What follows belongs to an exercise in optimizing a design on an open flow for small area; a production flow would make more cautious choices. Only simulation tests tie the RTL to the original design; equivalence was not proved. Power is estimated from default activity; no workload was simulated.

==> flow/design.v <==
module ALU(input [7:0] a, b, input [3:0] oper, input clk,
           output reg [7:0] msb, lsb);
    wire [7:0] pp [0:7];
    wire [7:0] s  [0:7];    
    wire [6:0] c  [0:7];    
    wire [15:0] prod;
    genvar i, j, k;
    generate
        for (i = 0; i < 8; i = i + 1) begin : ppg
            assign pp[i] = a & {8{b[i]}};
        end
        assign s[0] = pp[0];
        assign c[0] = 7'h00;
        for (i = 1; i < 8; i = i + 1) begin : mrow
            for (j = 0; j < 7; j = j + 1) begin : mcl
                wire x = pp[i][j];
                wire y = s[i-1][j+1];
                wire z = c[i-1][j];
                assign s[i][j] = x ^ y ^ z;
                assign c[i][j] = (x & y) | (x & z) | (y & z);
            end
            assign s[i][7] = pp[i][7];
        end
        for (i = 0; i < 8; i = i + 1) begin : plo
            assign prod[i] = s[i][0];
        end
    endgenerate
    wire [7:0] fc;
    assign fc[0] = 1'b0;
    generate
        for (j = 0; j < 7; j = j + 1) begin : fadd
            wire x = s[7][j+1];
            wire y = c[7][j];
            assign prod[8+j] = x ^ y ^ fc[j];
            assign fc[j+1] = (x & y) | (x & fc[j]) | (y & fc[j]);
        end
    endgenerate
    assign prod[15] = fc[7];
    wire isdiv = (oper == 4'h3) | (oper == 4'h4);
    wire add   = (oper == 4'h0);
    wire gt    = (oper == 4'hE);
    wire [7:0] q;
    wire co;
    generate
        for (k = 7; k >= 0; k = k - 1) begin : row
            localparam integer W = 8 - k;
            wire [W-1:0] x;
            wire [W-1:0] bb;
            wire [W:0]   cc;
            wire [W-1:0] r;
            wire         qq;
            if (k == 7) begin : first
                assign x = a[7];
            end else begin : next
                assign x = {row[k+1].r, a[k]};
            end
            if (k == 0) begin : r0
                assign bb = b ^ {8{add}};
                assign cc[0] = ~(add | gt);
                assign qq = ~isdiv | cc[W];
                assign co = cc[W];
            end else begin : rk
                assign bb = b[W-1:0];
                assign cc[0] = 1'b1;
                assign qq = isdiv & ~|b[7:W] & cc[W];
            end
            for (j = 0; j < W; j = j + 1) begin : bt
                assign cc[j+1] = (x[j] & ~bb[j]) | (x[j] & cc[j]) | (~bb[j] & cc[j]);
                assign r[j] = x[j] ^ (qq & (~bb[j] ^ cc[j]));
            end
            assign q[k] = (k == 0) ? cc[W] : qq;
        end
    endgenerate
    wire [7:0] rem = row[0].r;
    always @(posedge clk) begin
        case (oper)
            4'h0: {msb, lsb} <= {7'h00, co, rem};
            4'h1: {msb, lsb} <= {{8{~co}}, rem};
            4'h2: {msb, lsb} <= prod;
            4'h3: {msb, lsb} <= {8'h00, q};
            4'h4: {msb, lsb} <= {8'h00, rem};
            4'h5: {msb, lsb} <= {8'h00, a & b};
            4'h6: {msb, lsb} <= {8'hFF, ~(a & b)};
            4'h7: {msb, lsb} <= {8'h00, a | b};
            4'h8: {msb, lsb} <= {8'hFF, ~(a | b)};
            4'h9: {msb, lsb} <= {8'h00, a ^ b};
            4'hA: {msb, lsb} <= {8'hFF, a ~^ b};
            4'hB: {msb, lsb} <= {8'hFF, ~a};
            4'hC: {msb, lsb} <= {7'h00, a, 1'b0};
            4'hD: {msb, lsb} <= {9'h000, a[7:1]};
            4'hE: {msb, lsb} <= {15'h0000, co};
            default: {msb, lsb} <= {15'h0000, ~co};
        endcase
    end
endmodule
==> flow/flow/run.sh <==
#!/bin/bash
# Own flow: the standard synthesis (kept for reference), then the
# hand-built netlist in flow/net.v (same registers, same names) in its place,
# then the standard layout from floorplan to finish. Port buffers are
# buf_1 cells.
set -euo pipefail
R=orfs/results/$FLOW_PLATFORM/ALU/base
bash standard.sh synth > std_synth.log 2>&1
cp $R/1_2_yosys.v std_1_2_yosys.v
cp flow/net.v $R/1_2_yosys.v
touch $R/1_2_yosys.v
bash standard.sh "BUFFER_PORTS_ARGS=-buffer_cell sky130_fd_sc_hd__buf_2" finish > layout.log 2>&1
==> flow/standard.sh <==
#!/bin/bash
# synth_recipe.tcl (not shown) runs the flow's synth.tcl, then flattens the netlist and writes it again
# the make line also repeats each setting of config.mk as NAME=value (left out here)
make -C /OpenROAD-flow-scripts/flow DESIGN_CONFIG=/design/flow/config.mk WORK_HOME=/design/flow/orfs CLKGATE_MAP_FILE= SYNTH_SCRIPT=/design/flow/synth_recipe.tcl "${@:-finish}"
==> flow/config.mk <==
export PLATFORM = sky130hd
export DESIGN_NAME = ALU
export DESIGN_NICKNAME = ALU
export VERILOG_FILES = /design/flow/design.v
export SDC_FILE = /design/flow/constraint.sdc
export NUM_CORES = 4
export LEC_CHECK = 0
export CAP_MARGIN = 0
export CORE_MARGIN = 2
export CORE_UTILIZATION = 40
export SLEW_MARGIN = 0
==> flow/constraint.sdc <==
create_clock -name core_clock -period 12.5 [get_ports {clk}]
set_input_delay 2.5000 -clock core_clock [delete_from_list [all_inputs] [get_ports {clk}]]
set_output_delay 2.5000 -clock core_clock [all_outputs]
set_load 0.01 [all_outputs]
Not shown: flow/flow/net.v
==> results.sh, run 1 <==
export IMPL_worst_hold_path_num_cells=4
export IMPL_synthesis_area_sq_mm=0.003809
export IMPL_groute_layer_met3_usage_pct=1.242
export IMPL_min_from="oper[2]"
export IMPL_per_cell_routed_wire_length_um=14.53
export IMPL_antenna_found_initial=0
export IMPL_drt_iter0_drc=245
export IMPL_ys_warn_count=1
export IMPL_post_place_ws_ns=0.9223
export IMPL_leakage_dissipation_nw=1.504
export IMPL_clockNetworkAreaShare_pct=0.9839
export IMPL_floorplan_die_height_um=101.6
export IMPL_tns_ns=0
export IMPL_gr_layer_usage_met2_pct=37.30
export IMPL_inverters_excl_clock=52
export IMPL_top_contributor_to_total_power="combinational logic"
export IMPL_num_nonclk_buffers=37
export IMPL_gr_usage_all_layers_pct=21.39
export IMPL_status="timing/DRC/antenna clean"
export IMPL_number_of_nets_at_the_end_of_the_flow=656
export IMPL_critPathKind="input pin to flip-flop"
export IMPL_gate_count_after_technology_mapping=546
export IMPL_net_switching_power_mw=0.1845
export IMPL_cellPowerDensity_mw_per_mm2=93.72
export IMPL_drt_antenna_violating_nets=0
export IMPL_synthesis_nets=615
export IMPL_vias=3698
==> inputs of run 2 (changes only) <==
==> flow/flow/net.v (replaced) <==
module ALU(a, b, oper, clk, msb, lsb);
input [7:0] a; input [7:0] b; input [3:0] oper; input clk;
output [7:0] msb; output [7:0] lsb;
wire n0,n2,n3,n4,n5,n6,n7,n8,n9,n10,n11,n12,n13,n14,n15,n16,n17,n18,n19,n20;
wire n21,n22,n23,n24,n25,n26,n27,n28,n29,n30,n31,n32,n33,n34,n35,n36,n37,n38,n39,n40;
wire n41,n42,n43,n44,n45,n46,n47,n48,n49,n50,n51,n52,n53,n54,n55,n56,n57,n58,n59,n60;
wire n61,n62,n63,n64,n65,n66,n67,n68,n69,n70,n71,n72,n73,n74,n75,n76,n77,n78,n79,n80;
wire n81,n82,n83,n84,n85,n86,n87,n88,n89,n90,n91,n92,n93,n94,n95,n96,n97,n98,n99,n100;
wire n101,n102,n103,n104,n105,n106,n107,n108,n109,n110,n111,n112,n113,n114,n115,n116,n117,n118,n119,n120;
wire n121,n122,n123,n124,n125,n126,n127,n128,n129,n130,n131,n132,n133,n134,n135,n136,n137,n138,n139,n140;
wire n141,n142,n143,n144,n145,n146,n147,n148,n149,n150,n151,n152,n153,n154,n155,n156,n157,n158,n159,n160;
wire n161,n162,n163,n164,n165,n166,n167,n168,n169,n170,n171,n172,n173,n174,n175,n176,n177,n178,n179,n180;
wire n181,n182,n183,n184,n185,n186,n187,n188,n189,n190,n191,n192,n193,n194,n195,n196,n197,n198,n199,n200;
wire n201,n202,n203,n204,n205,n206,n207,n208,n209,n210,n211,n212,n213,n214,n215,n216,n217,n218,n219,n220;
wire n221,n222,n223,n224,n225,n226,n227,n228,n229,n230,n231,n232,n233,n234,n235,n236,n237,n238,n239,n240;
wire n241,n242,n243,n244,n245,n246,n247,n248,n249,n250,n251,n252,n253,n254,n255,n256,n257,n258,n259,n260;
wire n261,n262,n263,n264,n265,n266,n267,n268,n269,n270,n271,n272,n273,n274,n275,n276,n277,n278,n279,n280;
wire n281,n282,n283,n284,n285,n286,n287,n288,n289,n290,n291,n292,n293,n294,n295,n296,n297,n298,n299,n300;
wire n301,n302,n303,n304,n305,n306,n307,n308,n309,n310,n311,n312,n313,n314,n315,n316,n317,n318,n319,n320;
wire n321,n322,n323,n324,n325,n326,n327,n328,n329,n330,n331,n332,n333,n334,n335,n336,n337,n338,n339,n340;
wire n341,n342,n343,n344,n345,n346,n347,n348,n349,n350,n351,n352,n353,n354,n355,n356,n357,n358,n359,n360;
wire n361,n362,n363,n364,n365,n366,n367,n368,n369,n370,n371,n372,n373,n374,n375,n376,n377,n378,n379,n380;
wire n381,n382,n383,n384,n385,n386,n387,n388,n389,n390,n391,n392,n393,n394,n395,n396,n397,n398,n399,n400;
wire n401,n402,n403,n404,n405,n406,n407,n408,n409,n410,n411,n412,n413,n414,n415,n416,n417,n418,n419,n420;
wire n421,n422,n423,n424,n425,n426,n427,n428,n429,n430,n431,n432,n433,n434,n435,n436,n437,n438,n439,n440;
wire n441,n442,n443,n444,n445,n446,n447,n448,n449,n450,n451,n452,n453,n454,n455,n456,n457,n458,n459,n460;
wire n461,n462,n463,n464,n465,n466,n467,n468,n469,n470,n471,n472,n473,n474,n475,n476,n477,n478,n479,n480;
wire n481,n482,n483,n484,n485,n486,n487,n488,n489,n490,n491,n492,n493,n494,n495,n496,n497,n498,n499,n500;
wire n501,n502,n503,n504,n505,n506,n507;
sky130_fd_sc_hd__clkinv_1 g0(.A(b[3]),.Y(n2));
sky130_fd_sc_hd__clkinv_1 g1(.A(b[1]),.Y(n3));
sky130_fd_sc_hd__clkinv_1 g2(.A(b[0]),.Y(n0));
sky130_fd_sc_hd__clkinv_1 g3(.A(b[5]),.Y(n4));
sky130_fd_sc_hd__a21oi_1 g4(.A1(oper[0]),.A2(oper[2]),.B1(oper[3]),.Y(n5));
sky130_fd_sc_hd__clkinv_1 g5(.A(oper[0]),.Y(n6));
sky130_fd_sc_hd__nand2_1 g6(.A(n6),.B(oper[1]),.Y(n7));
sky130_fd_sc_hd__o211ai_1 g7(.A1(oper[1]),.A2(oper[2]),.B1(n5),.C1(n7),.Y(n8));
sky130_fd_sc_hd__clkinv_1 g8(.A(b[7]),.Y(n9));
sky130_fd_sc_hd__o2111ai_1 g9(.A1(oper[1]),.A2(oper[2]),.B1(n9),.C1(n5),.D1(n7),.Y(n10));
sky130_fd_sc_hd__nor2_1 g10(.A(b[6]),.B(n10),.Y(n11));
sky130_fd_sc_hd__clkinv_1 g11(.A(b[3]),.Y(n12));
sky130_fd_sc_hd__clkinv_1 g12(.A(b[4]),.Y(n13));
sky130_fd_sc_hd__clkinv_1 g13(.A(b[5]),.Y(n14));
sky130_fd_sc_hd__nand4_1 g14(.A(n11),.B(n12),.C(n13),.D(n14),.Y(n15));
sky130_fd_sc_hd__nor2_1 g15(.A(b[2]),.B(n15),.Y(n16));
sky130_fd_sc_hd__clkinv_1 g16(.A(b[1]),.Y(n17));
sky130_fd_sc_hd__clkinv_1 g17(.A(a[7]),.Y(n18));
sky130_fd_sc_hd__a31oi_1 g18(.A1(n16),.A2(n17),.A3(b[0]),.B1(n18),.Y(n19));
sky130_fd_sc_hd__clkinv_1 g19(.A(b[0]),.Y(n20));
sky130_fd_sc_hd__o21ai_0 g20(.A1(n20),.A2(a[6]),.B1(n16),.Y(n21));
sky130_fd_sc_hd__a21oi_1 g21(.A1(b[1]),.A2(n18),.B1(n21),.Y(n22));
sky130_fd_sc_hd__nand2_1 g22(.A(n18),.B(b[1]),.Y(n23));
sky130_fd_sc_hd__clkinv_1 g23(.A(a[6]),.Y(n24));
sky130_fd_sc_hd__a31oi_1 g24(.A1(n16),.A2(b[0]),.A3(n23),.B1(n24),.Y(n25));
sky130_fd_sc_hd__o21ai_0 g25(.A1(n17),.A2(n21),.B1(n19),.Y(n26));
sky130_fd_sc_hd__or2_2 g26(.A(a[5]),.B(n20),.X(n27));
sky130_fd_sc_hd__nor2_1 g27(.A(n17),.B(n27),.Y(n28));
sky130_fd_sc_hd__clkinv_1 g28(.A(n28),.Y(n29));
sky130_fd_sc_hd__nand2_1 g29(.A(n27),.B(n17),.Y(n30));
sky130_fd_sc_hd__clkinv_1 g30(.A(n30),.Y(n31));
sky130_fd_sc_hd__a21oi_1 g31(.A1(n25),.A2(n29),.B1(n31),.Y(n32));
sky130_fd_sc_hd__or2_2 g32(.A(b[2]),.B(n32),.X(n33));
sky130_fd_sc_hd__nand2_1 g33(.A(n33),.B(n26),.Y(n34));
sky130_fd_sc_hd__a21oi_1 g34(.A1(n32),.A2(b[2]),.B1(n15),.Y(n35));
sky130_fd_sc_hd__nand2_1 g35(.A(n34),.B(n35),.Y(n36));
sky130_fd_sc_hd__clkinv_1 g36(.A(n36),.Y(n37));
sky130_fd_sc_hd__a2111oi_0 g37(.A1(b[0]),.A2(n18),.B1(b[1]),.C1(b[2]),.D1(n15),.Y(n38));
sky130_fd_sc_hd__a21oi_1 g38(.A1(n33),.A2(n35),.B1(n26),.Y(n39));
sky130_fd_sc_hd__nor2_1 g39(.A(a[1]),.B(n20),.Y(n40));
sky130_fd_sc_hd__nor2_1 g40(.A(a[2]),.B(n20),.Y(n41));
sky130_fd_sc_hd__nor2_1 g41(.A(a[3]),.B(n20),.Y(n42));
sky130_fd_sc_hd__nor2_1 g42(.A(a[4]),.B(n20),.Y(n43));
sky130_fd_sc_hd__o21ai_0 g43(.A1(n20),.A2(n36),.B1(a[5]),.Y(n44));
sky130_fd_sc_hd__o21ai_0 g44(.A1(n27),.A2(n36),.B1(n44),.Y(n45));
sky130_fd_sc_hd__nand2_1 g45(.A(n11),.B(n14),.Y(n46));
sky130_fd_sc_hd__nor2_1 g46(.A(b[4]),.B(n46),.Y(n47));
sky130_fd_sc_hd__nor3_1 g47(.A(n31),.B(n28),.C(n36),.Y(n48));
sky130_fd_sc_hd__xnor2_1 g48(.A(n25),.B(n48),.Y(n49));
sky130_fd_sc_hd__nor2_1 g49(.A(oper[0]),.B(oper[2]),.Y(n50));
sky130_fd_sc_hd__nor2_1 g50(.A(oper[1]),.B(oper[3]),.Y(n51));
sky130_fd_sc_hd__nand2_1 g51(.A(n50),.B(n51),.Y(n52));
sky130_fd_sc_hd__clkinv_1 g52(.A(n52),.Y(n53));
sky130_fd_sc_hd__xor2_1 g53(.A(b[3]),.B(n52),.X(n54));
sky130_fd_sc_hd__xor2_1 g54(.A(b[1]),.B(n52),.X(n55));
sky130_fd_sc_hd__clkinv_1 g55(.A(oper[2]),.Y(n56));
sky130_fd_sc_hd__nand2_1 g56(.A(n56),.B(oper[0]),.Y(n57));
sky130_fd_sc_hd__clkinv_1 g57(.A(oper[1]),.Y(n58));
sky130_fd_sc_hd__nor2_1 g58(.A(oper[3]),.B(n58),.Y(n59));
sky130_fd_sc_hd__clkinv_1 g59(.A(n59),.Y(n60));
sky130_fd_sc_hd__nor2_1 g60(.A(n57),.B(n60),.Y(n61));
sky130_fd_sc_hd__clkinv_1 g61(.A(n61),.Y(n62));
sky130_fd_sc_hd__xnor2_1 g62(.A(b[6]),.B(n52),.Y(n63));
sky130_fd_sc_hd__xnor2_1 g63(.A(b[4]),.B(n52),.Y(n64));
sky130_fd_sc_hd__xnor2_1 g64(.A(b[2]),.B(n52),.Y(n65));
sky130_fd_sc_hd__nor3_1 g65(.A(oper[1]),.B(oper[3]),.C(n57),.Y(n66));
sky130_fd_sc_hd__clkinv_1 g66(.A(n66),.Y(n67));
sky130_fd_sc_hd__nand2_1 g67(.A(n59),.B(n50),.Y(n68));
sky130_fd_sc_hd__clkinv_1 g68(.A(oper[3]),.Y(n69));
sky130_fd_sc_hd__clkinv_1 g69(.A(oper[0]),.Y(n70));
sky130_fd_sc_hd__nor2_1 g70(.A(n70),.B(n56),.Y(n71));
sky130_fd_sc_hd__clkinv_1 g71(.A(n71),.Y(n72));
sky130_fd_sc_hd__nor3_1 g72(.A(oper[1]),.B(n69),.C(n72),.Y(n73));
sky130_fd_sc_hd__nor4_1 g73(.A(oper[1]),.B(oper[0]),.C(n56),.D(n69),.Y(n74));
sky130_fd_sc_hd__xor2_1 g74(.A(b[5]),.B(n52),.X(n75));
sky130_fd_sc_hd__nor2_1 g75(.A(n58),.B(n69),.Y(n76));
sky130_fd_sc_hd__clkinv_1 g76(.A(n76),.Y(n77));
sky130_fd_sc_hd__nand2_1 g77(.A(n59),.B(oper[2]),.Y(n78));
sky130_fd_sc_hd__o21ai_0 g78(.A1(oper[2]),.A2(n69),.B1(n78),.Y(n79));
sky130_fd_sc_hd__clkinv_1 g79(.A(n79),.Y(n80));
sky130_fd_sc_hd__a21oi_1 g80(.A1(oper[0]),.A2(n77),.B1(n80),.Y(n81));
sky130_fd_sc_hd__clkinv_1 g81(.A(n81),.Y(n82));
sky130_fd_sc_hd__nor2_1 g82(.A(n69),.B(n50),.Y(n83));
sky130_fd_sc_hd__a21oi_1 g83(.A1(n72),.A2(n77),.B1(n83),.Y(n84));
sky130_fd_sc_hd__nor3_1 g84(.A(n50),.B(n76),.C(n80),.Y(n85));
sky130_fd_sc_hd__nor2_1 g85(.A(n50),.B(n80),.Y(n86));
sky130_fd_sc_hd__nor3_1 g86(.A(oper[0]),.B(n56),.C(n77),.Y(n87));
sky130_fd_sc_hd__or2_2 g87(.A(b[0]),.B(n87),.X(n88));
sky130_fd_sc_hd__nand2_1 g88(.A(n87),.B(b[0]),.Y(n89));
sky130_fd_sc_hd__nand2_1 g89(.A(n88),.B(n89),.Y(n90));
sky130_fd_sc_hd__nor2_1 g90(.A(n53),.B(n88),.Y(n91));
sky130_fd_sc_hd__a31oi_1 g91(.A1(a[0]),.A2(n88),.A3(n89),.B1(n91),.Y(n92));
sky130_fd_sc_hd__xor2_1 g92(.A(b[7]),.B(n52),.X(n93));
sky130_fd_sc_hd__nor2_1 g93(.A(n72),.B(n77),.Y(n94));
sky130_fd_sc_hd__or2_2 g94(.A(n61),.B(n87),.X(n95));
sky130_fd_sc_hd__nand2_1 g95(.A(n72),.B(n51),.Y(n96));
sky130_fd_sc_hd__clkinv_1 g96(.A(n96),.Y(n97));
sky130_fd_sc_hd__a21oi_1 g97(.A1(n98),.A2(n99),.B1(n100),.Y(n101));
sky130_fd_sc_hd__a21oi_1 g98(.A1(n102),.A2(n103),.B1(n104),.Y(n105));
sky130_fd_sc_hd__a21oi_1 g99(.A1(n106),.A2(n107),.B1(n108),.Y(n109));
sky130_fd_sc_hd__a21oi_1 g100(.A1(n73),.A2(a[1]),.B1(n110),.Y(n111));
sky130_fd_sc_hd__a21oi_1 g101(.A1(n74),.A2(a[6]),.B1(n112),.Y(n113));
sky130_fd_sc_hd__a21oi_1 g102(.A1(n114),.A2(n115),.B1(n116),.Y(n117));
sky130_fd_sc_hd__a21oi_1 g103(.A1(n118),.A2(n119),.B1(n120),.Y(n121));
sky130_fd_sc_hd__a21oi_1 g104(.A1(n122),.A2(n123),.B1(n124),.Y(n125));
sky130_fd_sc_hd__a21oi_1 g105(.A1(n126),.A2(n127),.B1(n128),.Y(n129));
sky130_fd_sc_hd__a21oi_1 g106(.A1(n130),.A2(n131),.B1(n132),.Y(n133));
sky130_fd_sc_hd__a21oi_1 g107(.A1(n134),.A2(n135),.B1(n136),.Y(n137));
sky130_fd_sc_hd__a21oi_1 g108(.A1(n138),.A2(n139),.B1(n140),.Y(n141));
sky130_fd_sc_hd__a21oi_1 g109(.A1(n142),.A2(n143),.B1(n144),.Y(n145));
sky130_fd_sc_hd__a221oi_1 g110(.A1(n74),.A2(a[0]),.B1(n73),.B2(a[2]),.C1(n146),.Y(n147));
sky130_fd_sc_hd__a221oi_1 g111(.A1(n74),.A2(a[1]),.B1(n73),.B2(a[3]),.C1(n148),.Y(n149));
sky130_fd_sc_hd__a221oi_1 g112(.A1(n74),.A2(a[2]),.B1(n73),.B2(a[4]),.C1(n150),.Y(n151));
sky130_fd_sc_hd__a221oi_1 g113(.A1(n74),.A2(a[3]),.B1(n73),.B2(a[5]),.C1(n152),.Y(n153));
sky130_fd_sc_hd__a221oi_1 g114(.A1(n74),.A2(a[4]),.B1(n73),.B2(a[6]),.C1(n154),.Y(n155));
sky130_fd_sc_hd__a221oi_1 g115(.A1(n74),.A2(a[5]),.B1(n73),.B2(a[7]),.C1(n156),.Y(n157));
sky130_fd_sc_hd__buf_2 g116(.A(n158),.X(n159));
sky130_fd_sc_hd__fa_1 g117(.A(n160),.B(n161),.CIN(n162),.COUT(n163),.SUM(n164));
sky130_fd_sc_hd__fa_1 g118(.A(n165),.B(n166),.CIN(n167),.COUT(n168),.SUM(n169));
sky130_fd_sc_hd__fa_1 g119(.A(n170),.B(n171),.CIN(n172),.COUT(n173),.SUM(n174));
sky130_fd_sc_hd__fa_1 g120(.A(n175),.B(n176),.CIN(n177),.COUT(n178),.SUM(n179));
sky130_fd_sc_hd__fa_1 g121(.A(n180),.B(n181),.CIN(n182),.COUT(n183),.SUM(n184));
sky130_fd_sc_hd__fa_1 g122(.A(n185),.B(n186),.CIN(n187),.COUT(n188),.SUM(n189));
sky130_fd_sc_hd__fa_1 g123(.A(n190),.B(n191),.CIN(n192),.COUT(n193),.SUM(n194));
sky130_fd_sc_hd__fa_1 g124(.A(n195),.B(n196),.CIN(n197),.COUT(n198),.SUM(n199));
sky130_fd_sc_hd__fa_1 g125(.A(n200),.B(n174),.CIN(n201),.COUT(n202),.SUM(n203));
sky130_fd_sc_hd__fa_1 g126(.A(n204),.B(n179),.CIN(n173),.COUT(n205),.SUM(n206));
sky130_fd_sc_hd__fa_1 g127(.A(n207),.B(n184),.CIN(n178),.COUT(n208),.SUM(n209));
sky130_fd_sc_hd__fa_1 g128(.A(n210),.B(n189),.CIN(n183),.COUT(n211),.SUM(n212));
sky130_fd_sc_hd__fa_1 g129(.A(n213),.B(n214),.CIN(n215),.COUT(n216),.SUM(n217));
sky130_fd_sc_hd__fa_1 g130(.A(n218),.B(n219),.CIN(n188),.COUT(n220),.SUM(n221));
sky130_fd_sc_hd__fa_1 g131(.A(n222),.B(n199),.CIN(n193),.COUT(n223),.SUM(n224));
sky130_fd_sc_hd__fa_1 g132(.A(n225),.B(n203),.CIN(n198),.COUT(n226),.SUM(n227));
sky130_fd_sc_hd__fa_1 g133(.A(n228),.B(n206),.CIN(n202),.COUT(n229),.SUM(n230));
sky130_fd_sc_hd__fa_1 g134(.A(n231),.B(n209),.CIN(n205),.COUT(n232),.SUM(n233));
sky130_fd_sc_hd__fa_1 g135(.A(n234),.B(n212),.CIN(n208),.COUT(n235),.SUM(n236));
sky130_fd_sc_hd__fa_1 g136(.A(n237),.B(n221),.CIN(n211),.COUT(n238),.SUM(n239));
sky130_fd_sc_hd__fa_1 g137(.A(n240),.B(n241),.CIN(n220),.COUT(n242),.SUM(n243));
sky130_fd_sc_hd__fa_1 g138(.A(n244),.B(n227),.CIN(n223),.COUT(n245),.SUM(n246));
sky130_fd_sc_hd__fa_1 g139(.A(n247),.B(n230),.CIN(n226),.COUT(n248),.SUM(n249));
sky130_fd_sc_hd__fa_1 g140(.A(n250),.B(n251),.CIN(n252),.COUT(n172),.SUM(n253));
sky130_fd_sc_hd__fa_1 g141(.A(n254),.B(n233),.CIN(n229),.COUT(n255),.SUM(n256));
sky130_fd_sc_hd__fa_1 g142(.A(n257),.B(n236),.CIN(n232),.COUT(n258),.SUM(n259));
sky130_fd_sc_hd__fa_1 g143(.A(n260),.B(n239),.CIN(n235),.COUT(n261),.SUM(n262));
sky130_fd_sc_hd__fa_1 g144(.A(n263),.B(n243),.CIN(n238),.COUT(n264),.SUM(n265));
sky130_fd_sc_hd__fa_1 g145(.A(n266),.B(n267),.CIN(n242),.COUT(n268),.SUM(n269));
sky130_fd_sc_hd__fa_1 g146(.A(n270),.B(n249),.CIN(n245),.COUT(n271),.SUM(n272));
sky130_fd_sc_hd__fa_1 g147(.A(n273),.B(n256),.CIN(n248),.COUT(n274),.SUM(n275));
sky130_fd_sc_hd__fa_1 g148(.A(n276),.B(n259),.CIN(n255),.COUT(n277),.SUM(n278));
sky130_fd_sc_hd__fa_1 g149(.A(n279),.B(n262),.CIN(n258),.COUT(n280),.SUM(n281));
sky130_fd_sc_hd__fa_1 g150(.A(n282),.B(n265),.CIN(n261),.COUT(n283),.SUM(n284));
sky130_fd_sc_hd__fa_1 g151(.A(n285),.B(n286),.CIN(n287),.COUT(n177),.SUM(n171));
sky130_fd_sc_hd__fa_1 g152(.A(n288),.B(n269),.CIN(n264),.COUT(n289),.SUM(n290));
sky130_fd_sc_hd__fa_1 g153(.A(n291),.B(n292),.CIN(n268),.COUT(n293),.SUM(n294));
sky130_fd_sc_hd__fa_1 g154(.A(n278),.B(n274),.CIN(n295),.COUT(n296),.SUM(n297));
sky130_fd_sc_hd__fa_1 g155(.A(n281),.B(n277),.CIN(n296),.COUT(n298),.SUM(n299));
sky130_fd_sc_hd__fa_1 g156(.A(n284),.B(n280),.CIN(n298),.COUT(n300),.SUM(n301));
sky130_fd_sc_hd__fa_1 g157(.A(n290),.B(n283),.CIN(n300),.COUT(n302),.SUM(n303));
sky130_fd_sc_hd__fa_1 g158(.A(n294),.B(n289),.CIN(n302),.COUT(n304),.SUM(n305));
sky130_fd_sc_hd__fa_1 g159(.A(n306),.B(n293),.CIN(n304),.COUT(n307),.SUM(n308));
sky130_fd_sc_hd__fa_1 g160(.A(n309),.B(n310),.CIN(n311),.COUT(n182),.SUM(n176));
sky130_fd_sc_hd__fa_1 g161(.A(n312),.B(n313),.CIN(n314),.COUT(n187),.SUM(n181));
sky130_fd_sc_hd__fa_1 g162(.A(n315),.B(n169),.CIN(n163),.COUT(n192),.SUM(n316));
sky130_fd_sc_hd__fa_1 g163(.A(n317),.B(n217),.CIN(n168),.COUT(n197),.SUM(n191));
sky130_fd_sc_hd__fa_1 g164(.A(n318),.B(n253),.CIN(n216),.COUT(n201),.SUM(n196));
sky130_fd_sc_hd__mux2i_1 g165(.A0(n94),.A1(n95),.S(n159),.Y(n319));
sky130_fd_sc_hd__mux2i_1 g166(.A0(n66),.A1(n53),.S(n159),.Y(n320));
sky130_fd_sc_hd__mux4_1 g167(.A0(n81),.A1(n86),.A2(n85),.A3(n84),.S0(b[0]),.S1(a[0]),.X(n321));
sky130_fd_sc_hd__mux4_1 g168(.A0(n81),.A1(n86),.A2(n85),.A3(n84),.S0(b[1]),.S1(a[1]),.X(n322));
sky130_fd_sc_hd__mux4_1 g169(.A0(n81),.A1(n86),.A2(n85),.A3(n84),.S0(b[2]),.S1(a[2]),.X(n323));
sky130_fd_sc_hd__mux4_1 g170(.A0(n81),.A1(n86),.A2(n85),.A3(n84),.S0(b[3]),.S1(a[3]),.X(n324));
sky130_fd_sc_hd__mux4_1 g171(.A0(n81),.A1(n86),.A2(n85),.A3(n84),.S0(b[4]),.S1(a[4]),.X(n325));
sky130_fd_sc_hd__mux4_1 g172(.A0(n81),.A1(n86),.A2(n85),.A3(n84),.S0(b[5]),.S1(a[5]),.X(n326));
sky130_fd_sc_hd__mux4_1 g173(.A0(n81),.A1(n86),.A2(n85),.A3(n84),.S0(b[6]),.S1(a[6]),.X(n327));
sky130_fd_sc_hd__mux4_1 g174(.A0(n81),.A1(n86),.A2(n85),.A3(n84),.S0(b[7]),.S1(a[7]),.X(n328));
sky130_fd_sc_hd__nand2_1 g175(.A(a[0]),.B(b[0]),.Y(n329));
sky130_fd_sc_hd__nand2_1 g176(.A(a[1]),.B(b[0]),.Y(n330));
sky130_fd_sc_hd__nand2_1 g177(.A(a[2]),.B(b[1]),.Y(n331));
sky130_fd_sc_hd__nand2_1 g178(.A(n332),.B(n93),.Y(n333));
sky130_fd_sc_hd__nand2_1 g179(.A(n74),.B(a[7]),.Y(n334));
sky130_fd_sc_hd__nand2_1 g180(.A(n61),.B(n335),.Y(n336));
sky130_fd_sc_hd__nand2_1 g181(.A(n97),.B(n337),.Y(n338));
sky130_fd_sc_hd__nand2_1 g182(.A(n61),.B(n339),.Y(n340));
sky130_fd_sc_hd__nand2_1 g183(.A(n97),.B(n341),.Y(n342));
sky130_fd_sc_hd__nand2_1 g184(.A(n61),.B(n37),.Y(n343));
sky130_fd_sc_hd__nand2_1 g185(.A(n97),.B(n344),.Y(n345));
sky130_fd_sc_hd__nand2_1 g186(.A(n61),.B(n22),.Y(n346));
sky130_fd_sc_hd__nand2_1 g187(.A(n61),.B(n38),.Y(n347));
sky130_fd_sc_hd__nand2_1 g188(.A(a[3]),.B(b[1]),.Y(n348));
sky130_fd_sc_hd__nand2_1 g189(.A(n97),.B(n349),.Y(n350));
sky130_fd_sc_hd__nand2_1 g190(.A(n320),.B(n351),.Y(n352));
sky130_fd_sc_hd__nand2_1 g191(.A(a[4]),.B(b[1]),.Y(n353));
sky130_fd_sc_hd__nand2_1 g192(.A(a[5]),.B(b[1]),.Y(n354));
sky130_fd_sc_hd__nand2_1 g193(.A(a[6]),.B(b[1]),.Y(n355));
sky130_fd_sc_hd__nand2_1 g194(.A(a[7]),.B(b[1]),.Y(n313));
sky130_fd_sc_hd__nand2_1 g195(.A(a[0]),.B(b[2]),.Y(n160));
sky130_fd_sc_hd__nand2_1 g196(.A(a[1]),.B(b[2]),.Y(n165));
sky130_fd_sc_hd__nand2_1 g197(.A(a[2]),.B(b[2]),.Y(n213));
sky130_fd_sc_hd__nand2_1 g198(.A(a[3]),.B(b[2]),.Y(n250));
sky130_fd_sc_hd__nand2_1 g199(.A(a[2]),.B(b[0]),.Y(n356));
sky130_fd_sc_hd__nand2_1 g200(.A(a[4]),.B(b[2]),.Y(n285));
sky130_fd_sc_hd__nand2_1 g201(.A(a[5]),.B(b[2]),.Y(n309));
sky130_fd_sc_hd__nand2_1 g202(.A(a[6]),.B(b[2]),.Y(n312));
sky130_fd_sc_hd__nand2_1 g203(.A(a[7]),.B(b[2]),.Y(n186));
sky130_fd_sc_hd__nand2_1 g204(.A(a[0]),.B(b[3]),.Y(n315));
sky130_fd_sc_hd__nand2_1 g205(.A(a[1]),.B(b[3]),.Y(n317));
sky130_fd_sc_hd__nand2_1 g206(.A(a[2]),.B(b[3]),.Y(n318));
sky130_fd_sc_hd__nand2_1 g207(.A(a[3]),.B(b[3]),.Y(n170));
sky130_fd_sc_hd__nand2_1 g208(.A(a[4]),.B(b[3]),.Y(n175));
sky130_fd_sc_hd__nand2_1 g209(.A(a[5]),.B(b[3]),.Y(n180));
sky130_fd_sc_hd__nand2_1 g210(.A(a[3]),.B(b[0]),.Y(n357));
sky130_fd_sc_hd__nand2_1 g211(.A(a[6]),.B(b[3]),.Y(n185));
sky130_fd_sc_hd__nand2_1 g212(.A(a[7]),.B(b[3]),.Y(n219));
sky130_fd_sc_hd__nand2_1 g213(.A(a[0]),.B(b[4]),.Y(n190));
sky130_fd_sc_hd__nand2_1 g214(.A(a[1]),.B(b[4]),.Y(n195));
sky130_fd_sc_hd__nand2_1 g215(.A(a[2]),.B(b[4]),.Y(n200));
sky130_fd_sc_hd__nand2_1 g216(.A(a[3]),.B(b[4]),.Y(n204));
sky130_fd_sc_hd__nand2_1 g217(.A(a[4]),.B(b[4]),.Y(n207));
sky130_fd_sc_hd__nand2_1 g218(.A(a[5]),.B(b[4]),.Y(n210));
sky130_fd_sc_hd__nand2_1 g219(.A(a[6]),.B(b[4]),.Y(n218));
sky130_fd_sc_hd__nand2_1 g220(.A(a[7]),.B(b[4]),.Y(n241));
sky130_fd_sc_hd__nand2_1 g221(.A(a[4]),.B(b[0]),.Y(n358));
sky130_fd_sc_hd__nand2_1 g222(.A(a[0]),.B(b[5]),.Y(n222));
sky130_fd_sc_hd__nand2_1 g223(.A(a[1]),.B(b[5]),.Y(n225));
sky130_fd_sc_hd__nand2_1 g224(.A(a[2]),.B(b[5]),.Y(n228));
sky130_fd_sc_hd__nand2_1 g225(.A(a[3]),.B(b[5]),.Y(n231));
sky130_fd_sc_hd__nand2_1 g226(.A(a[4]),.B(b[5]),.Y(n234));
sky130_fd_sc_hd__nand2_1 g227(.A(a[5]),.B(b[5]),.Y(n237));
sky130_fd_sc_hd__nand2_1 g228(.A(a[6]),.B(b[5]),.Y(n240));
sky130_fd_sc_hd__nand2_1 g229(.A(a[7]),.B(b[5]),.Y(n267));
sky130_fd_sc_hd__nand2_1 g230(.A(a[0]),.B(b[6]),.Y(n244));
sky130_fd_sc_hd__nand2_1 g231(.A(a[1]),.B(b[6]),.Y(n247));
sky130_fd_sc_hd__nand2_1 g232(.A(a[5]),.B(b[0]),.Y(n359));
sky130_fd_sc_hd__nand2_1 g233(.A(a[2]),.B(b[6]),.Y(n254));
sky130_fd_sc_hd__nand2_1 g234(.A(a[3]),.B(b[6]),.Y(n257));
sky130_fd_sc_hd__nand2_1 g235(.A(a[4]),.B(b[6]),.Y(n260));
sky130_fd_sc_hd__nand2_1 g236(.A(a[5]),.B(b[6]),.Y(n263));
sky130_fd_sc_hd__nand2_1 g237(.A(a[6]),.B(b[6]),.Y(n266));
sky130_fd_sc_hd__nand2_1 g238(.A(a[7]),.B(b[6]),.Y(n292));
sky130_fd_sc_hd__nand2_1 g239(.A(a[0]),.B(b[7]),.Y(n270));
sky130_fd_sc_hd__nand2_1 g240(.A(a[1]),.B(b[7]),.Y(n273));
sky130_fd_sc_hd__nand2_1 g241(.A(a[2]),.B(b[7]),.Y(n276));
sky130_fd_sc_hd__nand2_1 g242(.A(a[3]),.B(b[7]),.Y(n279));
sky130_fd_sc_hd__nand2_1 g243(.A(a[6]),.B(b[0]),.Y(n360));
sky130_fd_sc_hd__nand2_1 g244(.A(a[4]),.B(b[7]),.Y(n282));
sky130_fd_sc_hd__nand2_1 g245(.A(a[5]),.B(b[7]),.Y(n288));
sky130_fd_sc_hd__nand2_1 g246(.A(a[6]),.B(b[7]),.Y(n291));
sky130_fd_sc_hd__nand2_1 g247(.A(a[7]),.B(b[7]),.Y(n306));
sky130_fd_sc_hd__nand2_1 g248(.A(n45),.B(n3),.Y(n361));
sky130_fd_sc_hd__nand2_1 g249(.A(n49),.B(b[2]),.Y(n98));
sky130_fd_sc_hd__nand2_1 g250(.A(n39),.B(n2),.Y(n362));
sky130_fd_sc_hd__nand2_1 g251(.A(n363),.B(n3),.Y(n364));
sky130_fd_sc_hd__nand2_1 g252(.A(n365),.B(b[2]),.Y(n102));
sky130_fd_sc_hd__nand2_1 g253(.A(n366),.B(n2),.Y(n367));
sky130_fd_sc_hd__nand2_1 g254(.A(a[7]),.B(b[0]),.Y(n368));
sky130_fd_sc_hd__nand2_1 g255(.A(n369),.B(b[4]),.Y(n114));
sky130_fd_sc_hd__nand2_1 g256(.A(n339),.B(b[0]),.Y(n370));
sky130_fd_sc_hd__nand2_1 g257(.A(n339),.B(n371),.Y(n372));
sky130_fd_sc_hd__nand2_1 g258(.A(n339),.B(n373),.Y(n374));
sky130_fd_sc_hd__nand2_1 g259(.A(n339),.B(n375),.Y(n376));
sky130_fd_sc_hd__nand2_1 g260(.A(n339),.B(n377),.Y(n378));
sky130_fd_sc_hd__nand2_1 g261(.A(n379),.B(n3),.Y(n380));
sky130_fd_sc_hd__nand2_1 g262(.A(n381),.B(b[2]),.Y(n118));
sky130_fd_sc_hd__nand2_1 g263(.A(n382),.B(n2),.Y(n383));
sky130_fd_sc_hd__nand2_1 g264(.A(n384),.B(b[4]),.Y(n122));
sky130_fd_sc_hd__nand2_1 g265(.A(a[0]),.B(b[1]),.Y(n385));
sky130_fd_sc_hd__nand2_1 g266(.A(n386),.B(n4),.Y(n387));
sky130_fd_sc_hd__nand2_1 g267(.A(n388),.B(n3),.Y(n389));
sky130_fd_sc_hd__nand2_1 g268(.A(n390),.B(b[2]),.Y(n126));
sky130_fd_sc_hd__nand2_1 g269(.A(n391),.B(n2),.Y(n392));
sky130_fd_sc_hd__nand2_1 g270(.A(n393),.B(b[4]),.Y(n130));
sky130_fd_sc_hd__nand2_1 g271(.A(n394),.B(n4),.Y(n395));
sky130_fd_sc_hd__nand2_1 g272(.A(n396),.B(b[6]),.Y(n134));
sky130_fd_sc_hd__nand2_1 g273(.A(n335),.B(b[0]),.Y(n397));
sky130_fd_sc_hd__nand2_1 g274(.A(n335),.B(n398),.Y(n399));
sky130_fd_sc_hd__nand2_1 g275(.A(n335),.B(n400),.Y(n401));
sky130_fd_sc_hd__nand2_1 g276(.A(a[1]),.B(b[1]),.Y(n402));
sky130_fd_sc_hd__nand2_1 g277(.A(n335),.B(n403),.Y(n404));
sky130_fd_sc_hd__nand2_1 g278(.A(n335),.B(n405),.Y(n406));
sky130_fd_sc_hd__nand2_1 g279(.A(n335),.B(n407),.Y(n408));
sky130_fd_sc_hd__nand2_1 g280(.A(n335),.B(n409),.Y(n410));
sky130_fd_sc_hd__nand2_1 g281(.A(n411),.B(n55),.Y(n412));
sky130_fd_sc_hd__nand2_1 g282(.A(n413),.B(n65),.Y(n138));
sky130_fd_sc_hd__nand2_1 g283(.A(n414),.B(n54),.Y(n415));
sky130_fd_sc_hd__nand2_1 g284(.A(n416),.B(n64),.Y(n142));
sky130_fd_sc_hd__nand2_1 g285(.A(n417),.B(n75),.Y(n418));
sky130_fd_sc_hd__nand2_1 g286(.A(n419),.B(n63),.Y(n106));
sky130_fd_sc_hd__nand2_2 g287(.A(n47),.B(n420),.Y(n421));
sky130_fd_sc_hd__nand2_2 g288(.A(n11),.B(n422),.Y(n423));
sky130_fd_sc_hd__nand3_1 g289(.A(n345),.B(n346),.C(n157),.Y(n424));
sky130_fd_sc_hd__nand3_1 g290(.A(n350),.B(n319),.C(n111),.Y(n425));
sky130_fd_sc_hd__nor2_1 g291(.A(n45),.B(n3),.Y(n426));
sky130_fd_sc_hd__nor2_1 g292(.A(n49),.B(b[2]),.Y(n100));
sky130_fd_sc_hd__nor2_1 g293(.A(n369),.B(b[4]),.Y(n116));
sky130_fd_sc_hd__nor2_1 g294(.A(n379),.B(n3),.Y(n427));
sky130_fd_sc_hd__nor2_1 g295(.A(n381),.B(b[2]),.Y(n120));
sky130_fd_sc_hd__nor2_1 g296(.A(n382),.B(n2),.Y(n428));
sky130_fd_sc_hd__nor2_1 g297(.A(n384),.B(b[4]),.Y(n124));
sky130_fd_sc_hd__nor2_1 g298(.A(n386),.B(n4),.Y(n429));
sky130_fd_sc_hd__nor2_1 g299(.A(n423),.B(n0),.Y(n430));
sky130_fd_sc_hd__nor2_1 g300(.A(n423),.B(n431),.Y(n432));
sky130_fd_sc_hd__nor2_1 g301(.A(n423),.B(n433),.Y(n434));
sky130_fd_sc_hd__nor2_1 g302(.A(n423),.B(n435),.Y(n436));
sky130_fd_sc_hd__nor2_1 g303(.A(n39),.B(n2),.Y(n437));
sky130_fd_sc_hd__nor2_1 g304(.A(n423),.B(n438),.Y(n439));
sky130_fd_sc_hd__nor2_1 g305(.A(n423),.B(n440),.Y(n441));
sky130_fd_sc_hd__nor2_1 g306(.A(n388),.B(n3),.Y(n442));
sky130_fd_sc_hd__nor2_1 g307(.A(n390),.B(b[2]),.Y(n128));
sky130_fd_sc_hd__nor2_1 g308(.A(n391),.B(n2),.Y(n443));
sky130_fd_sc_hd__nor2_1 g309(.A(n393),.B(b[4]),.Y(n132));
sky130_fd_sc_hd__nor2_1 g310(.A(n394),.B(n4),.Y(n444));
sky130_fd_sc_hd__nor2_1 g311(.A(n396),.B(b[6]),.Y(n136));
sky130_fd_sc_hd__nor2_1 g312(.A(n411),.B(n55),.Y(n445));
sky130_fd_sc_hd__nor2_1 g313(.A(n413),.B(n65),.Y(n140));
sky130_fd_sc_hd__nor2_1 g314(.A(n421),.B(n0),.Y(n446));
sky130_fd_sc_hd__nor2_1 g315(.A(n414),.B(n54),.Y(n447));
sky130_fd_sc_hd__nor2_1 g316(.A(n416),.B(n64),.Y(n144));
sky130_fd_sc_hd__nor2_1 g317(.A(n417),.B(n75),.Y(n448));
sky130_fd_sc_hd__nor2_1 g318(.A(n419),.B(n63),.Y(n108));
sky130_fd_sc_hd__nor2_1 g319(.A(n332),.B(n93),.Y(n449));
sky130_fd_sc_hd__nor2_1 g320(.A(n450),.B(n90),.Y(n451));
sky130_fd_sc_hd__nor2_1 g321(.A(n450),.B(n452),.Y(n453));
sky130_fd_sc_hd__nor2_1 g322(.A(n450),.B(n454),.Y(n455));
sky130_fd_sc_hd__nor2_1 g323(.A(n450),.B(n456),.Y(n457));
sky130_fd_sc_hd__nor2_1 g324(.A(n450),.B(n458),.Y(n459));
sky130_fd_sc_hd__nor2_1 g325(.A(n421),.B(n460),.Y(n461));
sky130_fd_sc_hd__nor2_1 g326(.A(n450),.B(n462),.Y(n463));
sky130_fd_sc_hd__nor2_1 g327(.A(n450),.B(n464),.Y(n465));
sky130_fd_sc_hd__nor2_1 g328(.A(n450),.B(n466),.Y(n467));
sky130_fd_sc_hd__nor2_1 g329(.A(n68),.B(n329),.Y(n468));
sky130_fd_sc_hd__nor2_1 g330(.A(n68),.B(n469),.Y(n470));
sky130_fd_sc_hd__nor2_1 g331(.A(n68),.B(n164),.Y(n471));
sky130_fd_sc_hd__nor2_1 g332(.A(n68),.B(n316),.Y(n472));
sky130_fd_sc_hd__nor2_1 g333(.A(n68),.B(n194),.Y(n473));
sky130_fd_sc_hd__nor2_1 g334(.A(n68),.B(n224),.Y(n474));
sky130_fd_sc_hd__nor2_1 g335(.A(n68),.B(n246),.Y(n475));
sky130_fd_sc_hd__nor2_1 g336(.A(n421),.B(n476),.Y(n477));
sky130_fd_sc_hd__nor2_1 g337(.A(n68),.B(n272),.Y(n478));
sky130_fd_sc_hd__nor2_1 g338(.A(n421),.B(n479),.Y(n480));
sky130_fd_sc_hd__nor2_1 g339(.A(n363),.B(n3),.Y(n481));
sky130_fd_sc_hd__nor2_1 g340(.A(n365),.B(b[2]),.Y(n104));
sky130_fd_sc_hd__nor2_1 g341(.A(n366),.B(n2),.Y(n482));
sky130_fd_sc_hd__nor2_2 g342(.A(n46),.B(n117),.Y(n339));
sky130_fd_sc_hd__nor2_2 g343(.A(n10),.B(n137),.Y(n335));
sky130_fd_sc_hd__nor2_2 g344(.A(n8),.B(n158),.Y(n450));
sky130_fd_sc_hd__o211a_1 g345(.A1(n68),.A2(n483),.B1(n82),.C1(n334),.X(n351));
sky130_fd_sc_hd__o211ai_1 g346(.A1(n96),.A2(n484),.B1(n336),.C1(n147),.Y(n485));
sky130_fd_sc_hd__o211ai_1 g347(.A1(n62),.A2(n423),.B1(n338),.C1(n149),.Y(n486));
sky130_fd_sc_hd__o211ai_1 g348(.A1(n96),.A2(n487),.B1(n340),.C1(n151),.Y(n488));
sky130_fd_sc_hd__o211ai_1 g349(.A1(n62),.A2(n421),.B1(n342),.C1(n153),.Y(n489));
sky130_fd_sc_hd__o211ai_1 g350(.A1(n96),.A2(n490),.B1(n343),.C1(n155),.Y(n491));
sky130_fd_sc_hd__o211ai_1 g351(.A1(n96),.A2(n492),.B1(n347),.C1(n113),.Y(n493));
sky130_fd_sc_hd__o21a_1 g352(.A1(n68),.A2(n297),.B1(n82),.X(n494));
sky130_fd_sc_hd__o21a_1 g353(.A1(n68),.A2(n299),.B1(n82),.X(n495));
sky130_fd_sc_hd__o21a_1 g354(.A1(n68),.A2(n301),.B1(n82),.X(n496));
sky130_fd_sc_hd__o21a_1 g355(.A1(n68),.A2(n303),.B1(n82),.X(n497));
sky130_fd_sc_hd__o21a_1 g356(.A1(n68),.A2(n305),.B1(n82),.X(n498));
sky130_fd_sc_hd__o21a_1 g357(.A1(n68),.A2(n308),.B1(n82),.X(n499));
sky130_fd_sc_hd__o21a_1 g358(.A1(n68),.A2(n307),.B1(n82),.X(n500));
sky130_fd_sc_hd__o21ai_1 g359(.A1(n426),.A2(n43),.B1(n361),.Y(n99));
sky130_fd_sc_hd__o21ai_1 g360(.A1(n437),.A2(n101),.B1(n362),.Y(n420));
sky130_fd_sc_hd__o21ai_1 g361(.A1(n445),.A2(n92),.B1(n412),.Y(n139));
sky130_fd_sc_hd__o21ai_1 g362(.A1(n447),.A2(n141),.B1(n415),.Y(n143));
sky130_fd_sc_hd__o21ai_1 g363(.A1(n448),.A2(n145),.B1(n418),.Y(n107));
sky130_fd_sc_hd__o21ai_1 g364(.A1(n449),.A2(n109),.B1(n333),.Y(n158));
sky130_fd_sc_hd__o21ai_1 g365(.A1(n67),.A2(n159),.B1(n494),.Y(n501));
sky130_fd_sc_hd__o21ai_1 g366(.A1(n67),.A2(n159),.B1(n495),.Y(n502));
sky130_fd_sc_hd__o21ai_1 g367(.A1(n67),.A2(n159),.B1(n496),.Y(n503));
sky130_fd_sc_hd__o21ai_1 g368(.A1(n67),.A2(n159),.B1(n497),.Y(n504));
sky130_fd_sc_hd__o21ai_1 g369(.A1(n67),.A2(n159),.B1(n498),.Y(n505));
sky130_fd_sc_hd__o21ai_1 g370(.A1(n67),.A2(n159),.B1(n499),.Y(n506));
sky130_fd_sc_hd__o21ai_1 g371(.A1(n481),.A2(n42),.B1(n364),.Y(n103));
sky130_fd_sc_hd__o21ai_1 g372(.A1(n67),.A2(n159),.B1(n500),.Y(n507));
sky130_fd_sc_hd__o21ai_1 g373(.A1(n482),.A2(n105),.B1(n367),.Y(n115));
sky130_fd_sc_hd__o21ai_1 g374(.A1(n427),.A2(n41),.B1(n380),.Y(n119));
sky130_fd_sc_hd__o21ai_1 g375(.A1(n428),.A2(n121),.B1(n383),.Y(n123));
sky130_fd_sc_hd__o21ai_1 g376(.A1(n429),.A2(n125),.B1(n387),.Y(n422));
sky130_fd_sc_hd__o21ai_1 g377(.A1(n442),.A2(n40),.B1(n389),.Y(n127));
sky130_fd_sc_hd__o21ai_1 g378(.A1(n443),.A2(n129),.B1(n392),.Y(n131));
sky130_fd_sc_hd__o21ai_1 g379(.A1(n444),.A2(n133),.B1(n395),.Y(n135));
sky130_fd_sc_hd__or2_1 g380(.A(n385),.B(n330),.X(n162));
sky130_fd_sc_hd__or2_1 g381(.A(n402),.B(n356),.X(n167));
sky130_fd_sc_hd__or2_1 g382(.A(n323),.B(n471),.X(n148));
sky130_fd_sc_hd__or2_1 g383(.A(n324),.B(n472),.X(n150));
sky130_fd_sc_hd__or2_1 g384(.A(n325),.B(n473),.X(n152));
sky130_fd_sc_hd__or2_1 g385(.A(n326),.B(n474),.X(n154));
sky130_fd_sc_hd__or2_1 g386(.A(n327),.B(n475),.X(n156));
sky130_fd_sc_hd__or2_1 g387(.A(n328),.B(n478),.X(n112));
sky130_fd_sc_hd__or2_1 g388(.A(n331),.B(n357),.X(n215));
sky130_fd_sc_hd__or2_1 g389(.A(n348),.B(n358),.X(n252));
sky130_fd_sc_hd__or2_1 g390(.A(n353),.B(n359),.X(n287));
sky130_fd_sc_hd__or2_1 g391(.A(n354),.B(n360),.X(n311));
sky130_fd_sc_hd__or2_1 g392(.A(n355),.B(n368),.X(n314));
sky130_fd_sc_hd__or2_1 g393(.A(n275),.B(n271),.X(n295));
sky130_fd_sc_hd__or2_1 g394(.A(n321),.B(n468),.X(n110));
sky130_fd_sc_hd__or2_1 g395(.A(n322),.B(n470),.X(n146));
sky130_fd_sc_hd__xnor2_1 g396(.A(n385),.B(n330),.Y(n469));
sky130_fd_sc_hd__xnor2_1 g397(.A(n402),.B(n356),.Y(n161));
sky130_fd_sc_hd__xnor2_1 g398(.A(n49),.B(n477),.Y(n366));
sky130_fd_sc_hd__xnor2_1 g399(.A(b[3]),.B(n101),.Y(n479));
sky130_fd_sc_hd__xnor2_1 g400(.A(n39),.B(n480),.Y(n369));
sky130_fd_sc_hd__xnor2_1 g401(.A(a[3]),.B(n370),.Y(n379));
sky130_fd_sc_hd__xnor2_1 g402(.A(b[2]),.B(n103),.Y(n373));
sky130_fd_sc_hd__xnor2_1 g403(.A(b[4]),.B(n115),.Y(n377));
sky130_fd_sc_hd__xnor2_1 g404(.A(b[1]),.B(n41),.Y(n431));
sky130_fd_sc_hd__xnor2_1 g405(.A(n379),.B(n432),.Y(n390));
sky130_fd_sc_hd__xnor2_1 g406(.A(n381),.B(n434),.Y(n391));
sky130_fd_sc_hd__xnor2_1 g407(.A(b[3]),.B(n121),.Y(n435));
sky130_fd_sc_hd__xnor2_1 g408(.A(n331),.B(n357),.Y(n166));
sky130_fd_sc_hd__xnor2_1 g409(.A(n382),.B(n436),.Y(n393));
sky130_fd_sc_hd__xnor2_1 g410(.A(n384),.B(n439),.Y(n394));
sky130_fd_sc_hd__xnor2_1 g411(.A(b[5]),.B(n125),.Y(n440));
sky130_fd_sc_hd__xnor2_1 g412(.A(n386),.B(n441),.Y(n396));
sky130_fd_sc_hd__xnor2_1 g413(.A(a[1]),.B(n397),.Y(n411));
sky130_fd_sc_hd__xnor2_1 g414(.A(b[2]),.B(n127),.Y(n400));
sky130_fd_sc_hd__xnor2_1 g415(.A(b[4]),.B(n131),.Y(n405));
sky130_fd_sc_hd__xnor2_1 g416(.A(b[6]),.B(n135),.Y(n409));
sky130_fd_sc_hd__xnor2_1 g417(.A(n411),.B(n453),.Y(n484));
sky130_fd_sc_hd__xnor2_1 g418(.A(n413),.B(n455),.Y(n337));
sky130_fd_sc_hd__xnor2_1 g419(.A(n348),.B(n358),.Y(n214));
sky130_fd_sc_hd__xnor2_1 g420(.A(n414),.B(n457),.Y(n487));
sky130_fd_sc_hd__xnor2_1 g421(.A(n416),.B(n459),.Y(n341));
sky130_fd_sc_hd__xnor2_1 g422(.A(n417),.B(n463),.Y(n490));
sky130_fd_sc_hd__xnor2_1 g423(.A(n419),.B(n465),.Y(n344));
sky130_fd_sc_hd__xnor2_1 g424(.A(n332),.B(n467),.Y(n492));
sky130_fd_sc_hd__xnor2_1 g425(.A(n353),.B(n359),.Y(n251));
sky130_fd_sc_hd__xnor2_1 g426(.A(n354),.B(n360),.Y(n286));
sky130_fd_sc_hd__xnor2_1 g427(.A(n355),.B(n368),.Y(n310));
sky130_fd_sc_hd__xnor2_1 g428(.A(n275),.B(n271),.Y(n483));
sky130_fd_sc_hd__xnor2_1 g429(.A(b[1]),.B(n43),.Y(n460));
sky130_fd_sc_hd__xnor2_1 g430(.A(n45),.B(n461),.Y(n365));
sky130_fd_sc_hd__xor2_1 g431(.A(a[4]),.B(n446),.X(n363));
sky130_fd_sc_hd__xor2_1 g432(.A(b[2]),.B(n99),.X(n476));
sky130_fd_sc_hd__xor2_1 g433(.A(b[4]),.B(n123),.X(n438));
sky130_fd_sc_hd__xor2_1 g434(.A(b[1]),.B(n40),.X(n398));
sky130_fd_sc_hd__xor2_1 g435(.A(n388),.B(n399),.X(n413));
sky130_fd_sc_hd__xor2_1 g436(.A(n390),.B(n401),.X(n414));
sky130_fd_sc_hd__xor2_1 g437(.A(b[3]),.B(n129),.X(n403));
sky130_fd_sc_hd__xor2_1 g438(.A(n391),.B(n404),.X(n416));
sky130_fd_sc_hd__xor2_1 g439(.A(n393),.B(n406),.X(n417));
sky130_fd_sc_hd__xor2_1 g440(.A(b[5]),.B(n133),.X(n407));
sky130_fd_sc_hd__xor2_1 g441(.A(n394),.B(n408),.X(n419));
sky130_fd_sc_hd__xor2_1 g442(.A(n396),.B(n410),.X(n332));
sky130_fd_sc_hd__xor2_1 g443(.A(b[1]),.B(n42),.X(n371));
sky130_fd_sc_hd__xor2_1 g444(.A(a[0]),.B(n451),.X(n349));
sky130_fd_sc_hd__xor2_1 g445(.A(n55),.B(n92),.X(n452));
sky130_fd_sc_hd__xor2_1 g446(.A(n65),.B(n139),.X(n454));
sky130_fd_sc_hd__xor2_1 g447(.A(n54),.B(n141),.X(n456));
sky130_fd_sc_hd__xor2_1 g448(.A(n64),.B(n143),.X(n458));
sky130_fd_sc_hd__xor2_1 g449(.A(n75),.B(n145),.X(n462));
sky130_fd_sc_hd__xor2_1 g450(.A(n63),.B(n107),.X(n464));
sky130_fd_sc_hd__xor2_1 g451(.A(n93),.B(n109),.X(n466));
sky130_fd_sc_hd__xor2_1 g452(.A(n363),.B(n372),.X(n381));
sky130_fd_sc_hd__xor2_1 g453(.A(n365),.B(n374),.X(n382));
sky130_fd_sc_hd__xor2_1 g454(.A(b[3]),.B(n105),.X(n375));
sky130_fd_sc_hd__xor2_1 g455(.A(n366),.B(n376),.X(n384));
sky130_fd_sc_hd__xor2_1 g456(.A(n369),.B(n378),.X(n386));
sky130_fd_sc_hd__xor2_1 g457(.A(a[2]),.B(n430),.X(n388));
sky130_fd_sc_hd__xor2_1 g458(.A(b[2]),.B(n119),.X(n433));
sky130_fd_sc_hd__dfxtp_1 \lsb[0]$_DFF_P_ (.CLK(clk),.D(n425),.Q(lsb[0]));
sky130_fd_sc_hd__dfxtp_1 \lsb[1]$_DFF_P_ (.CLK(clk),.D(n485),.Q(lsb[1]));
sky130_fd_sc_hd__dfxtp_1 \lsb[2]$_DFF_P_ (.CLK(clk),.D(n486),.Q(lsb[2]));
sky130_fd_sc_hd__dfxtp_1 \lsb[3]$_DFF_P_ (.CLK(clk),.D(n488),.Q(lsb[3]));
sky130_fd_sc_hd__dfxtp_1 \lsb[4]$_DFF_P_ (.CLK(clk),.D(n489),.Q(lsb[4]));
sky130_fd_sc_hd__dfxtp_1 \lsb[5]$_DFF_P_ (.CLK(clk),.D(n491),.Q(lsb[5]));
sky130_fd_sc_hd__dfxtp_1 \lsb[6]$_DFF_P_ (.CLK(clk),.D(n424),.Q(lsb[6]));
sky130_fd_sc_hd__dfxtp_1 \lsb[7]$_DFF_P_ (.CLK(clk),.D(n493),.Q(lsb[7]));
sky130_fd_sc_hd__dfxtp_1 \msb[0]$_DFF_P_ (.CLK(clk),.D(n352),.Q(msb[0]));
sky130_fd_sc_hd__dfxtp_1 \msb[1]$_DFF_P_ (.CLK(clk),.D(n501),.Q(msb[1]));
sky130_fd_sc_hd__dfxtp_1 \msb[2]$_DFF_P_ (.CLK(clk),.D(n502),.Q(msb[2]));
sky130_fd_sc_hd__dfxtp_1 \msb[3]$_DFF_P_ (.CLK(clk),.D(n503),.Q(msb[3]));
sky130_fd_sc_hd__dfxtp_1 \msb[4]$_DFF_P_ (.CLK(clk),.D(n504),.Q(msb[4]));
sky130_fd_sc_hd__dfxtp_1 \msb[5]$_DFF_P_ (.CLK(clk),.D(n505),.Q(msb[5]));
sky130_fd_sc_hd__dfxtp_1 \msb[6]$_DFF_P_ (.CLK(clk),.D(n506),.Q(msb[6]));
sky130_fd_sc_hd__dfxtp_1 \msb[7]$_DFF_P_ (.CLK(clk),.D(n507),.Q(msb[7]));
endmodule
--- a/flow/config.mk
+++ b/flow/config.mk
@@ -10,2 +10,3 @@
 export CORE_UTILIZATION = 40
+export SETUP_SLACK_MARGIN = -0.5
 export SLEW_MARGIN = 0
==> run 2 against run 1 <==
Compared with the run above:
- still clean on timing, DRC and antenna
- hold slack worse by 0.10 ns
- sequential share of layout area is 0.13 points higher
- synthesized cell count is 13% lower
- clock-buffer cell count is 1 higher
- wire length is 10% lower
- sequential power is 3.5% lower
- critical path depth is 8 higher
- worst setup slack worse by 0.69 ns
- cell count is 11% lower
- via count is 11% lower
- first-iteration DRC count is 20% lower
- synthesized area is 5.1% lower
- critical endpoint is now lsb[6]
==> results.sh, run 2 <==
export IMPL_max_freq_ghz=0.08384
export IMPL_critPathMostFrequentCell="o21ai_1"
export IMPL_antennaDiodeCount=0
export IMPL_cts_path_max_buffers=2
export IMPL_port_buffers=36
export IMPL_cts_root_buffer="clkbuf_8"
export IMPL_cp_endpoint="lsb[6]"
export IMPL_syn_avg_cell_area_sq_um=7.607
export IMPL_drt_iter0_drc=195
export IMPL_tns_ns=0
export IMPL_antenna_found_initial=0
export IMPL_cts_made_buffers=3
export IMPL_synthesis_nets=544
export IMPL_drt_antenna_violating_nets=0
export IMPL_worst_voltage_drop_across_the_vdd_grid_v=0.00003861
export IMPL_crit_path_max_fo=8
export IMPL_finalWorstSetupSlack_ns=0.5720
export IMPL_finalCoreUtilization_pct=47.29
export IMPL_maxCapViolCount=0
export IMPL_gr_usage_all_layers_pct=20.00
export IMPL_cts_sinks=16
export IMPL_timing_hold_violations_final=0
export IMPL_gate_count_after_technology_mapping=475
export IMPL_per_cell_routed_wire_length_um=14.65
export IMPL_io_pins=37
export IMPL_floorplan_die_height_um=99.05
export IMPL_period_needed_ns=11.93
export IMPL_routed_wirelength_um=9291
export IMPL_status="timing/DRC/antenna clean"
export IMPL_cts_setup_buffers=0
export IMPL_p_total_mw=0.3790
export IMPL_vias=3303
export IMPL_worst_ep_required_time_ns=12.62
export IMPL_hold_path_class="input pin to flip-flop"
export IMPL_initial_standard_cell_utilization_of_the_core_pct=41.43
export IMPL_crit_start="oper[2]"
export IMPL_cts_htree_levels=1
export IMPL_vias_per_cell=5.210
export IMPL_leakage_dissipation_nw=1.545
export IMPL_setup_viol_count_final=0
export IMPL_drc=0
export IMPL_mostFrequentLayoutCell="nand2_1"
export IMPL_fraction_of_final_layout_cells_with_drive_strength_greater_than_1_pct=13.31
export IMPL_post_cts_hold_buffer_count=0
export IMPL_commonest_non_fill_non_tap_cells_in_the_layout="nand2_1 (125), nor2_1 (68), fa_1 (48)"
export IMPL_cpPeakStageDelay_ns=0.25
export IMPL_synthesis_area_sq_mm=0.003613
export IMPL_grt_first_pass_wirelength_um=15940
export IMPL_number_of_nets_at_the_end_of_the_flow=596
export IMPL_cp_data_arrival_time_ns=12.05
export IMPL_maxSlewViolCount=0
export IMPL_postCtsResizedCells=0
export IMPL_ys_warn_count=1
export IMPL_critPathKind="input pin to flip-flop"
export IMPL_worst_path_max_delay_cell="o21ai_1"
export IMPL_post_place_ws_ns=-0.05653
export IMPL_min_period_over_period_pct=95.42
export IMPL_floorplan_core_area_sq_mm=0.008721
export IMPL_tritoncts_clock_tree="yes"
export IMPL_area_growth_synth_to_final_pct=14.13
export IMPL_cp_end_kind="flip-flop"
export IMPL_vias_in_the_first_global_route=3302
export IMPL_setup_worst_path_start_class="input pin"
export IMPL_timing_hold_ws_ns=2.670
export IMPL_globalRoute_totalOverflow=0
export IMPL_clk_pin_slew_ns=0.06
export IMPL_worst_pin_slew_ns=0.8261
export IMPL_gp_routability_congestion=0.8194
export IMPL_drt_first_pass_iters=4
export IMPL_dp_final_hpwl_um=7450
export IMPL_largest_net_degree_at_the_start_of_global_routing=26
export IMPL_rows=34
export IMPL_cellPowerDensity_mw_per_mm2=91.89
export IMPL_max_slew_margin_rel_pct=44.51
export IMPL_floorplan_die_width_um=99.05
export IMPL_die_area_sq_mm=0.009810
## run 2: cell type report
type / count / area, sq um
Clock buffer: 4 / 55.05
Fill cell: 871 / 4597
Inverter: 29 / 108.9
Multi-Input combinational cell: 429 / 3234
Sequential cell: 16 / 320.3
Tap cell: 108 / 135.1
Timing Repair Buffer: 48 / 270.3
## run 2: layer usage
metal	vias to the layer above	wire length (um)	GRT usage, %
met3	21	410	1.489
met1	1553	4207	26.21
met2	80	4420	34.82
li1	1649	-	-
met5	-	0	0
met4	0	252	6.955
## run 2: stage by stage
step / cell area, sq um / std cells
after floorplan: 3613 / 475
after global placement: 4014 / 630
after detailed placement: 4014 / 630
after CTS: 4069 / 634
after global routing: 4124 / 634
final: 4124 / 634
## run 2: worst min path at each step
stage	end	from	cells after the start
after floorplan	lsb[0]	a[1]	2
after global placement	msb[1]	msb[1]	1
after detailed placement	msb[7]	msb[7]	1
after CTS	msb[0]	oper[3]	4
after global routing	msb[1]	oper[3]	4
final	msb[0]	oper[3]	4
## run 2: critical path: cells and delay by family
family | cells | cell delay [ns]
AO/OA/AOI/OAI | 31 | 5.27
XOR/XNOR | 5 | 0.92
buffers and inverters | 2 | 0.30
AND/OR/NAND/NOR | 23 | 2.98
## run 2: where the power goes
group | switching, mW | leakage, nW | total (mW) | internal (mW)
Clock | 0.0179 | 0.0288 | 0.0459 | 0.0280
Sequential | 0.00171 | 0.134 | 0.0626 | 0.0609
Combinational | 0.147 | 1.38 | 0.270 | 0.123
Total | 0.167 | 1.55 | 0.379 | 0.212

==> afterwards: timing with drivers on the ports <==
Ports are ideal in the flow. The routed layouts listed here were re-timed in OpenROAD.
Step 1 assumes that a clkbuf_16 drives the clock port and a buf_2 every other input.
Step 2 also shifts input and output timing later by t, the mid clock arrival at the registers, as if the neighbouring blocks saw the same clock.
Slacks: ideal / step 1 / step 2; pairs: ideal / step 1.
| run | t (ns) | setup WS [ns] | hold slack, ns | worst setup path after step 2 | pins driven straight from the clock port |
|---|---|---|---|---|---|
| run 1 | 0.272 | 1.265 / 1.268 / 0.996 | 2.771 / 2.762 / 2.909 | input to register | 1 |
| run 2 | 0.279 | 0.572 / 0.577 / 0.298 | 2.670 / 2.668 / 2.912 | input to register | 1 |
After both steps setup and hold are still met in every run listed. The setup slack of run 2, which loses most, moves by +0.005 ns with the drivers and by -0.274 ns with both steps.
